This design comes from an exercise in tuning for small area, a short achievable clock period and few clock cycles on the open sky130 flow, not from production work. In this exercise RTL edits were held to simulation tests only and were not proved equivalent to the original. Power figures rest on the tool's default switching activity, not on a simulated workload.

## design/flow/config.mk

```make
export PLATFORM = sky130hd
export DESIGN_NAME = JAM
export DESIGN_NICKNAME = JAM
export VERILOG_FILES = /design/flow/design.v
export SDC_FILE = /design/flow/constraint.sdc
export NUM_CORES = 4
export LEC_CHECK = 0
export CAP_MARGIN = 20
export CORE_MARGIN = 2
export CORE_UTILIZATION = 40
export SLEW_MARGIN = 20
```

## design/flow/constraint.sdc

```tcl
create_clock -name core_clock -period 7.0 [get_ports {CLK}]
set_input_delay 1.4000 -clock core_clock [delete_from_list [all_inputs] [get_ports {CLK}]]
set_output_delay 1.4000 -clock core_clock [all_outputs]
set_load 0.01 [all_outputs]
```

## design/flow/design.v

```verilog
module JAM (
    input CLK,
    input RST,
    output [3:0] MatchCount,
    output [9:0] MinCost,
    output       Valid,
    output [2:0] W,
    output [2:0] J,
    input  [6:0] Cost
);
parameter S_FIND_LEFT   = 0;
parameter S_FIND_RIGHT  = 1;
parameter S_TURN_TO_END = 2;
parameter S_REVERSE     = 3;
parameter S_WAIT_ADDER  = 4;
parameter AS_WAIT_PERM  = 0;
parameter AS_ADD_COST   = 1;
parameter AS_UPDATE_MIN = 2;
parameter MAX_COST = 1023;
integer i;
reg  finished, next_finished;
reg  last_perm;
wire no_perm_left;
wire find_left_swap, find_right_swap;
reg [2:0] perm_state, next_perm_state;
reg [2:0] shift_count, next_shift_count;
reg [2:0] turn_count, next_turn_count;
reg [2:0] perm [0:7], next_perm [0:7];
reg [2:0] perm_ext [0:5], next_perm_ext [0:5];
reg [2:0] perm_turn [0:5], next_perm_turn [0:5];
reg [1:0] adder_state, next_adder_state;
reg [3:0] adder_count, next_adder_count;
reg [9:0] psum, next_psum;
reg [9:0] min_cost, next_min_cost;
reg [3:0] min_count, next_min_count;
reg [2:0] workers [0:7], next_workers [0:7];
reg [2:0] jobs    [0:7], next_jobs    [0:7];
assign MatchCount = min_count;
assign MinCost = min_cost;
assign Valid = finished;
assign W = workers[0];
assign J = jobs[0];
always @(*) begin
    case (perm_state)
        S_FIND_LEFT:   next_perm_state = (find_left_swap)  ? S_FIND_RIGHT : S_FIND_LEFT;
        S_FIND_RIGHT:  next_perm_state = (find_right_swap) ? S_TURN_TO_END : S_FIND_RIGHT;
        S_TURN_TO_END: next_perm_state = (turn_count == 0) ? S_REVERSE : S_TURN_TO_END;
        S_REVERSE: begin
            if (shift_count == 0) begin
                if (adder_state == AS_WAIT_PERM) begin
                    next_perm_state = S_FIND_LEFT;
                end
                else begin
                    next_perm_state = S_WAIT_ADDER;
                end
            end
            else begin
                next_perm_state = S_REVERSE;
            end
        end
        S_WAIT_ADDER: begin
            if (adder_state == AS_WAIT_PERM && !finished) begin
                next_perm_state = S_FIND_LEFT;
            end
            else begin
                next_perm_state = S_WAIT_ADDER;
            end
        end
        default: next_perm_state = S_FIND_LEFT;
    endcase
    case (perm_state)
        S_FIND_LEFT: begin
            if (find_left_swap) begin
                next_shift_count = shift_count;
                next_turn_count = turn_count;
            end
            else begin
                next_shift_count = shift_count + 1;
                next_turn_count = turn_count + 1;
            end
        end
        S_FIND_RIGHT: begin
            next_shift_count = shift_count;
            if (find_right_swap) begin
                next_turn_count = turn_count;
            end
            else begin
                next_turn_count = turn_count - 1;
            end
        end
        S_TURN_TO_END: begin
            next_shift_count = shift_count;
            if (turn_count == 0) begin
                next_turn_count = 0;
            end
            else begin
                next_turn_count = turn_count - 1;
            end
        end
        S_REVERSE: begin
            if (shift_count == 0) begin
                next_shift_count = 0;
            end
            else begin
                next_shift_count = shift_count - 1;
            end
            next_turn_count = turn_count;
        end
        S_WAIT_ADDER: begin
            next_shift_count = 0;
            next_turn_count = 0;
        end
        default: begin
            next_shift_count = 0;
            next_turn_count = 0;
        end
    endcase
end
always @(posedge CLK or posedge RST) begin
    if (RST) begin
        perm_state <= S_WAIT_ADDER;
        shift_count <= 0;
        turn_count <= 0;
    end
    else begin
        perm_state <= next_perm_state;
        shift_count <= next_shift_count;
        turn_count <= next_turn_count;
    end
end
always @(*) begin
    case (adder_state)
        AS_WAIT_PERM: begin
            if (perm_state == S_WAIT_ADDER 
                    || (perm_state == S_REVERSE && shift_count == 0)) begin
                next_adder_state = AS_ADD_COST;
            end
            else begin
                next_adder_state = AS_WAIT_PERM;
            end
        end
        AS_ADD_COST: begin
            if (adder_count == 8) begin
                next_adder_state = AS_UPDATE_MIN;
            end
            else begin
                next_adder_state = AS_ADD_COST;
            end
        end
        AS_UPDATE_MIN: next_adder_state = AS_WAIT_PERM;
        default: next_adder_state = AS_WAIT_PERM;
    endcase
    case (adder_state)
        AS_WAIT_PERM: next_adder_count = 0;
        AS_ADD_COST: begin
            if (adder_count == 8) begin
                next_adder_count = 0;
            end
            else begin
                next_adder_count = adder_count + 1;
            end
        end
        AS_UPDATE_MIN: next_adder_count = 0;
        default: next_adder_count = 0;
    endcase
end
always @(posedge CLK or posedge RST) begin
    if (RST) begin
        adder_state <= AS_WAIT_PERM;
        adder_count <= 0;
    end
    else begin
        adder_state <= next_adder_state;
        adder_count <= next_adder_count;
    end
end
assign no_perm_left = (perm_state == S_FIND_LEFT && shift_count == 6 && !find_left_swap);
assign find_left_swap = (perm[6] < perm[7]);
assign find_right_swap = (perm[6] >= perm_ext[0]);
always @(*) begin
    next_finished = (finished || ((last_perm || no_perm_left) && adder_state == AS_UPDATE_MIN));
    case (perm_state)
        S_FIND_LEFT  : begin
            if (find_left_swap) begin
                for (i = 0; i <= 7; i = i + 1) begin
                    next_perm[i] = perm[i];
                end
                for (i = 0; i <= 5; i = i + 1) begin
                    next_perm_ext[i] = perm_ext[i];
                    next_perm_turn[i] = perm_turn[i];
                end
            end
            else begin
                next_perm[0] = 0;
                for (i = 1; i <= 7; i = i + 1) begin
                    next_perm[i] = perm[i-1];
                end
                next_perm_ext[0] = perm[7];
                for (i = 1; i <= 5; i = i + 1) begin
                    next_perm_ext[i] = perm_ext[i-1];
                end
                for (i = 0; i <= 5; i = i + 1) begin
                    next_perm_turn[i] = perm_turn[i];
                end
            end
        end
        S_FIND_RIGHT : begin
            if (find_right_swap) begin
                for (i = 0; i <= 5; i = i + 1) begin
                    next_perm[i] = perm[i];
                end
                next_perm[6] = perm[7];   
                next_perm[7] = perm[6];   
                for (i = 0; i <= 5; i = i + 1) begin
                    next_perm_ext[i] = perm_ext[i];
                    next_perm_turn[i] = perm_turn[i];
                end
            end
            else begin
                for (i = 0; i <= 6; i = i + 1) begin
                    next_perm[i] = perm[i];
                end
                next_perm[7] = perm_ext[0];
                for (i = 0; i <= 4; i = i + 1) begin
                    next_perm_ext[i] = perm_ext[i+1];
                end
                next_perm_ext[5] = 0;
                next_perm_turn[0] = perm[7];
                for (i = 1; i <= 5; i = i + 1) begin
                    next_perm_turn[i] = perm_turn[i-1];
                end
            end
        end
        S_TURN_TO_END: begin
            for (i = 0; i <= 6; i = i + 1) begin
                next_perm[i] = perm[i];
            end
            if (turn_count == 0) begin
                next_perm[7] = perm[7];
                for (i = 0; i <= 5; i = i + 1) begin
                    next_perm_ext[i] = perm_ext[i];
                    next_perm_turn[i] = perm_turn[i];
                end
            end
            else begin
                next_perm[7] = perm_ext[0];
                for (i = 0; i <= 4; i = i + 1) begin
                    next_perm_ext[i] = perm_ext[i+1];
                end
                next_perm_ext[5] = 0;
                next_perm_turn[0] = perm[7];
                for (i = 1; i <= 5; i = i + 1) begin
                    next_perm_turn[i] = perm_turn[i-1];
                end
            end
        end
        S_REVERSE    : begin
            for (i = 0; i <= 5; i = i + 1) begin
                next_perm_ext[i] = perm_ext[i];
            end
            if (shift_count == 0) begin
                for (i = 0; i <= 7; i = i + 1) begin
                    next_perm[i] = perm[i];
                end
                for (i = 0; i <= 5; i = i + 1) begin
                    next_perm_turn[i] = 0;
                end
            end
            else begin
                for (i = 0; i <= 6; i = i + 1) begin
                    next_perm[i] = perm[i+1];
                end
                next_perm[7] = perm_turn[0];
                for (i = 0; i <= 4; i = i + 1) begin
                    next_perm_turn[i] = perm_turn[i+1];
                end
                next_perm_turn[5] = 0;
            end
        end
        S_WAIT_ADDER : begin
            for (i = 0; i <= 7; i = i + 1) begin
                next_perm[i] = perm[i];
            end
            for (i = 0; i <= 5; i = i + 1) begin
                next_perm_ext[i] = 0;
                next_perm_turn[i] = 0;
            end
        end
        default: begin
            for (i = 0; i <= 7; i = i + 1) begin
                next_perm[i] = perm[i];
            end
            for (i = 0; i <= 5; i = i + 1) begin
                next_perm_ext[i] = 0;
                next_perm_turn[i] = 0;
            end
        end
    endcase
    case (adder_state)
        AS_WAIT_PERM: begin
            if ((perm_state == S_WAIT_ADDER) || 
                    (perm_state == S_REVERSE && shift_count == 0)) begin
                for (i = 0; i <= 7; i = i + 1) begin
                    next_workers[i] = perm[i];
                    next_jobs[i] = i;
                end
            end
            else begin
                for (i = 0; i <= 7; i = i + 1) begin
                    next_workers[i] = workers[i];
                    next_jobs[i] = jobs[i];
                end
            end
        end
        AS_ADD_COST: begin
            for (i = 0; i <= 6; i = i + 1) begin
                next_workers[i] = workers[i+1];
                next_jobs[i] = jobs[i+1];
            end
            next_workers[7] = workers[0];
            next_jobs[7] = jobs[0];
        end
        AS_UPDATE_MIN: begin
            for (i = 0; i <= 7; i = i + 1) begin
                next_workers[i] = workers[i];
                next_jobs[i] = jobs[i];
            end
        end
        default: begin
            for (i = 0; i <= 7; i = i + 1) begin
                next_workers[i] = workers[i];
                next_jobs[i] = jobs[i];
            end
        end
    endcase
    case (adder_state)
        AS_WAIT_PERM:  next_psum = 0;
        AS_ADD_COST: begin
            if (adder_count == 0) begin
                next_psum = psum;
            end
            else begin
                next_psum = psum + Cost;
            end
        end
        AS_UPDATE_MIN: next_psum = psum;
        default: next_psum = 0;
    endcase
    if (adder_state == AS_UPDATE_MIN && !finished) begin
        if (psum < min_cost) begin
            next_min_cost = psum;
            next_min_count = 1;
        end
        else if (psum == min_cost) begin
            next_min_cost = min_cost;
            next_min_count = min_count + 1;
        end
        else begin
            next_min_cost = min_cost;
            next_min_count = min_count;
        end
    end
    else begin
        next_min_cost = min_cost;
        next_min_count = min_count;
    end
end
always @(posedge CLK or posedge RST) begin
    if (RST) begin
        finished <= 0;
        last_perm <= 0;
        for (i = 0; i <= 7; i = i + 1) begin
            perm[i] <= i;
        end
        for (i = 0; i <= 5; i = i + 1) begin
            perm_ext[i]  <= 0;
            perm_turn[i] <= 0;
        end
        for (i = 0; i <= 7; i = i + 1) begin
            workers[i] <= 0;
            jobs[i]    <= i;
        end
        psum <= 0;
        min_cost <= MAX_COST;
        min_count <= 1;
    end 
    else begin
        finished <= next_finished;
        last_perm <= last_perm || no_perm_left;
        for (i = 0; i <= 7; i = i + 1) begin
            perm[i] <= next_perm[i];
        end
        for (i = 0; i <= 5; i = i + 1) begin
            perm_ext[i]  <= next_perm_ext[i];
            perm_turn[i] <= next_perm_turn[i];
        end
        for (i = 0; i <= 7; i = i + 1) begin
            workers[i] <= next_workers[i];
            jobs[i]    <= next_jobs[i];
        end
        psum <= next_psum;
        min_cost <= next_min_cost;
        min_count <= next_min_count;
    end
end
endmodule
```

## design/flow/run.sh

```bash
#!/bin/bash
# synth_recipe.tcl (not shown) runs the flow's synth.tcl, then flattens the netlist and writes it again
# the make line also repeats each setting of config.mk as NAME=value (left out here)
make -C /OpenROAD-flow-scripts/flow DESIGN_CONFIG=/design/flow/config.mk WORK_HOME=/design/flow/orfs CLKGATE_MAP_FILE= SYNTH_SCRIPT=/design/flow/synth_recipe.tcl finish
```

==> reports/metrics.cfg <==
[run_status]
outcome=finished clean

[finish]
finalNetCount=819
finish.utilization=0.461
final_cell_area_um2=8590
final.fill_count=1778
antenna_cells_inserted=0
areaGrowthSynthToFinish_pct=13.4
drive_gt1_frac=0.156

[timing]
worst_slack_ns=3.81
worst-slew-pin-transition_ns=0.999
grt_setup_unrepaired=false
number_of_hold_violations_in_the_final_report=0
slew_headroom=0.326
period_needed_ns=3.19
achievable-frequency_ghz=0.314
timing.final.max_slew_violations=0
min_period_over_period=0.456
timing.clock.skew_ns=0.00849
setup_viol=0
aggregate_negative_setup_slack_ns=0

[floorplan]
dieHeight_um=142
floorplan.die.width_um=142
floorplan.rows=50
ios=30
starting_density=0.406
die_outline_area_um2=20000
core_um2=18600

[clocking]
tritoncts=yes
cts-resized-gates=0
cts.clk_slew.worst_paths_ns=0.06
worst_skew_pair.late_latency_ns=0.43
cts-buffers-inserted=17
cts_setup_buffers=0
cts.htree.levels=4
cts_hold_repair.buffers=0
ctsLongestPathBuffers=2
numClockSinks=149
cts_root_buf=sky130_fd_sc_hd__clkbuf_16

[global_routing]
globalRouteMet1Util=0.211
antenna_violations_before_repair=0
grt_use_total=0.163
grt_first_pass_wirelength_um=26500
global_route.usage.met2=0.270
pin_count_of_the_biggest_net_entering_global_routing=90
met3_usage=0.0358
busiest_layer=met2
first_global_vias=5580
grt-ovfl-total=0

[yosys]
synthesis.instances=761
mappedNetlistArea_um2=7570
yosys.area.top_type=sky130_fd_sc_hd__dfrtp_1
ys_warn_count=11
netlist.area_leader.share=0.373
seq_area_frac_synth=0.498
synth.top_cells.by_area=sky130_fd_sc_hd__dfrtp_1 (37%), sky130_fd_sc_hd__dfstp_2 (12%), sky130_fd_sc_hd__nand2_1 (7.8%)
ys_top_cells_by_count=sky130_fd_sc_hd__nand2_1 (157), sky130_fd_sc_hd__dfrtp_1 (113), sky130_fd_sc_hd__o21ai_0 (57), sky130_fd_sc_hd__nor2_1 (45), sky130_fd_sc_hd__inv_1 (39)
synth_cell_types=64
post-synth-top-count-cell=sky130_fd_sc_hd__nand2_1
synth.net_count=804
synth-edff-count=0
synth_async_sr_flop_share=1.00
yosys_register_bits=149
synthesis.area_per_instance_um2=9.95
yosys_most_used_dff=sky130_fd_sc_hd__dfrtp_1

[place]
portBuffers=29
placed_area_um2=8030
place_ws_ns=3.40
hpwl_um=10300
gp_routability_congestion=0.868

[worst_setup_path]
timing.critical_path.buf_inv=2
timing.critical_path.from_type=input pin
setup.worst_path.end_class=register
slowest_delay_ns=0.46
path_cells=clkdlybuf4s50_1 -> ha_1 -> inv_1 -> fa_1 -> nor2b_1 -> o31a_1 -> o31ai_1 -> a2111oi_0 -> a311o_1
worst-r2r-setup-slack_ns=3.96
crit_start=Cost[0]
timing.rr.end=perm[2][2]$_DFFE_PP0P_
cp.depth=9
reg2reg_depth=4
crit_path_top_delay_cell=sky130_fd_sc_hd__clkdlybuf4s50_1
worstPathRequired_ns=7.36
kind_of_critical_path=input pin to register
crit_fanout=3
worst_ep_arrival_time_ns=3.55
cp_top_family=compound AO/OA/AOI/OAI gates
launching_point_of_the_worst_reg2reg_path=perm_state[2]$_DFF_PP1_
critical_path.endpoint=psum[8]$_DFFE_PP0P_

[power_and_ir_drop]
static-leakage-power_nw=3.65
vdd_drop_max_mv=0.147
powerDensity_nw_per_um2=204

[drt]
mean_number_of_vias_per_cell=5.50
wl_per_cell_um=15.0
first_iter_violations=282
vias=5629
final_antenna_net_count=0
drcViolationCount=0
firstDrtPassIters=5
postRouteWirelength_um=15400

[flow_run]
drv_cap=0

[worst_hold_path]
holdCritPathClass=register to register

## worst min-delay path by stage
stage | start | to | slack (ns) | depth (start not counted)
finish | last_perm$_DFF_PP0_ | last_perm$_DFF_PP0_ | 0.47 | 1
global route | min_count[3]$_DFFE_PP0P_ | min_count[3]$_DFFE_PP0P_ | 0.50 | 1
CTS | last_perm$_DFF_PP0_ | last_perm$_DFF_PP0_ | 0.47 | 1
detailed placement | last_perm$_DFF_PP0_ | last_perm$_DFF_PP0_ | 0.46 | 1
global placement | last_perm$_DFF_PP0_ | last_perm$_DFF_PP0_ | 0.46 | 1
floorplan | last_perm$_DFF_PP0_ | last_perm$_DFF_PP0_ | 0.43 | 1
## state kept, by name, indices dropped and copies added (netlist names), 2 cells and up
name,flops
adder_state,2
perm_state,3
perm_ext,18
workers,24
shift_count,3
turn_count,3
min_cost,10
perm,24
perm_turn,18
min_count,4
adder_count,4
psum,10
jobs,24
## kinds of logic (layout without fill, tap and decap cells)
logic type,Yosys count,in the layout,share of synthesized area
muxes,43,43,0.0621
and+or+nand+nor,240,240,0.135
xor gates and xnor gates,3,3,0.00347
AOI/OAI and AO/OA,214,214,0.199
DFF,149,149,0.498
buffers and inverters,78,106,0.0448
adders and majority gates,34,34,0.0572
## cell usage in the layout (no fill, tap or decap), types with 3 or more instances in the layout
cell type                         synthesis  layout
sky130_fd_sc_hd__nor2_1                  45      44
sky130_fd_sc_hd__buf_4                    4       6
sky130_fd_sc_hd__o21ai_0                 57      57
sky130_fd_sc_hd__nand2_1                157     157
sky130_fd_sc_hd__mux2_2                  30      30
sky130_fd_sc_hd__nand2b_1                 5       5
sky130_fd_sc_hd__a21oi_1                 19      19
sky130_fd_sc_hd__or2_2                    3       3
sky130_fd_sc_hd__o22a_1                  13      13
sky130_fd_sc_hd__clkbuf_16                0      17
sky130_fd_sc_hd__nand3_1                  4       4
sky130_fd_sc_hd__a31oi_1                 32      32
sky130_fd_sc_hd__clkdlybuf4s50_1          0      29
sky130_fd_sc_hd__mux2i_1                 11      11
sky130_fd_sc_hd__nor2b_1                  5       5
sky130_fd_sc_hd__nor3_1                   5       4
sky130_fd_sc_hd__ha_1                    33      33
sky130_fd_sc_hd__a21o_1                   8       8
sky130_fd_sc_hd__inv_1                   39      38
sky130_fd_sc_hd__a31o_2                   3       3
sky130_fd_sc_hd__o211ai_1                 4       4
sky130_fd_sc_hd__and2_1                   4       4
sky130_fd_sc_hd__a22o_1                  32      32
sky130_fd_sc_hd__inv_6                    0       3
sky130_fd_sc_hd__clkinvlp_4               0       3
sky130_fd_sc_hd__dfstp_2                 36      36
sky130_fd_sc_hd__dfrtp_1                113     113
sky130_fd_sc_hd__a211oi_1                 4       4
sky130_fd_sc_hd__a22oi_1                 16      16
sky130_fd_sc_hd__clkinv_2                 0       5
## power breakdown
part | total (mW) | internal [mW] | switching, mW
Sequential | 0.862 | 0.862 | 0
Combinational | 0.0271 | 0.00702 | 0.0201
Clock | 0.866 | 0.506 | 0.359
## layout make-up
type / instances / area [um^2] / share of cell area
flip-flops and latches: 149 / 3770 / 0.439
well taps: 234 / 293 / 0.0341
multi-input cells: 534 / 3470 / 0.404
clock inverters: 12 / 104 / 0.0121
inverters: 39 / 151 / 0.0176
repair buffers: 35 / 335 / 0.0391
clock buffers: 20 / 457 / 0.0532
## metal layers
metal  wire (um)  vias up
met5           0        -
met4         240        0
met3         387       18
met2        7420       71
met1        7350     2819
li1            -     2721
## worst register-to-register path, cell delays in order (launching register included)
cell and delay [ns]:
sky130_fd_sc_hd__dfstp_2 0.78, sky130_fd_sc_hd__nand3b_1 0.61, sky130_fd_sc_hd__inv_1 0.49, sky130_fd_sc_hd__o21ai_4 0.63, sky130_fd_sc_hd__mux2_2 0.42
## stage by stage
| stage | hold slack [ns] | power (mW) | std cells |
|---|---|---|---|
| finish | 0.467 | 1.76 | 1023 |
| global route | 0.500 | 1.82 | 1023 |
| CTS | 0.473 | 1.77 | 1023 |
| detailed placement | 0.455 | 0.906 | 991 |
| global placement | 0.458 | 0.905 | 991 |
| floorplan | 0.432 | 0.894 | 761 |
Testbench counts, summed over its fixed seeds: cycles 8,065,242.

-- separate check: timing with driven ports --
The flow's constraints put no driver on any port. The routed layout listed below was extracted and timed again, unchanged, in two steps.
Step 1 sets driving cells, clkbuf_16 on the clock port and buf_2 on the other inputs (assumed; they add their load-dependent delay and slew).
Step 2, shift: input delay + t, output delay - t, t = (earliest + latest rising clock arrival at the registers) / 2. This alone moves slack from input paths to output paths.
Slacks: ideal / step 1 / step 2; pairs: ideal / step 1.
t (ns): 0.462
setup slack, ns: 3.811 / 3.829 / 3.367
worst register clock-pin slew, ns: 0.06 / 0.06
worst data-port slew with drivers (ns): 0.04
pins driven straight from the clock port: 1
After both steps setup and hold are still met in this run. For this run, drivers alone change the setup slack by +0.018 ns; drivers and shift together by -0.444 ns.
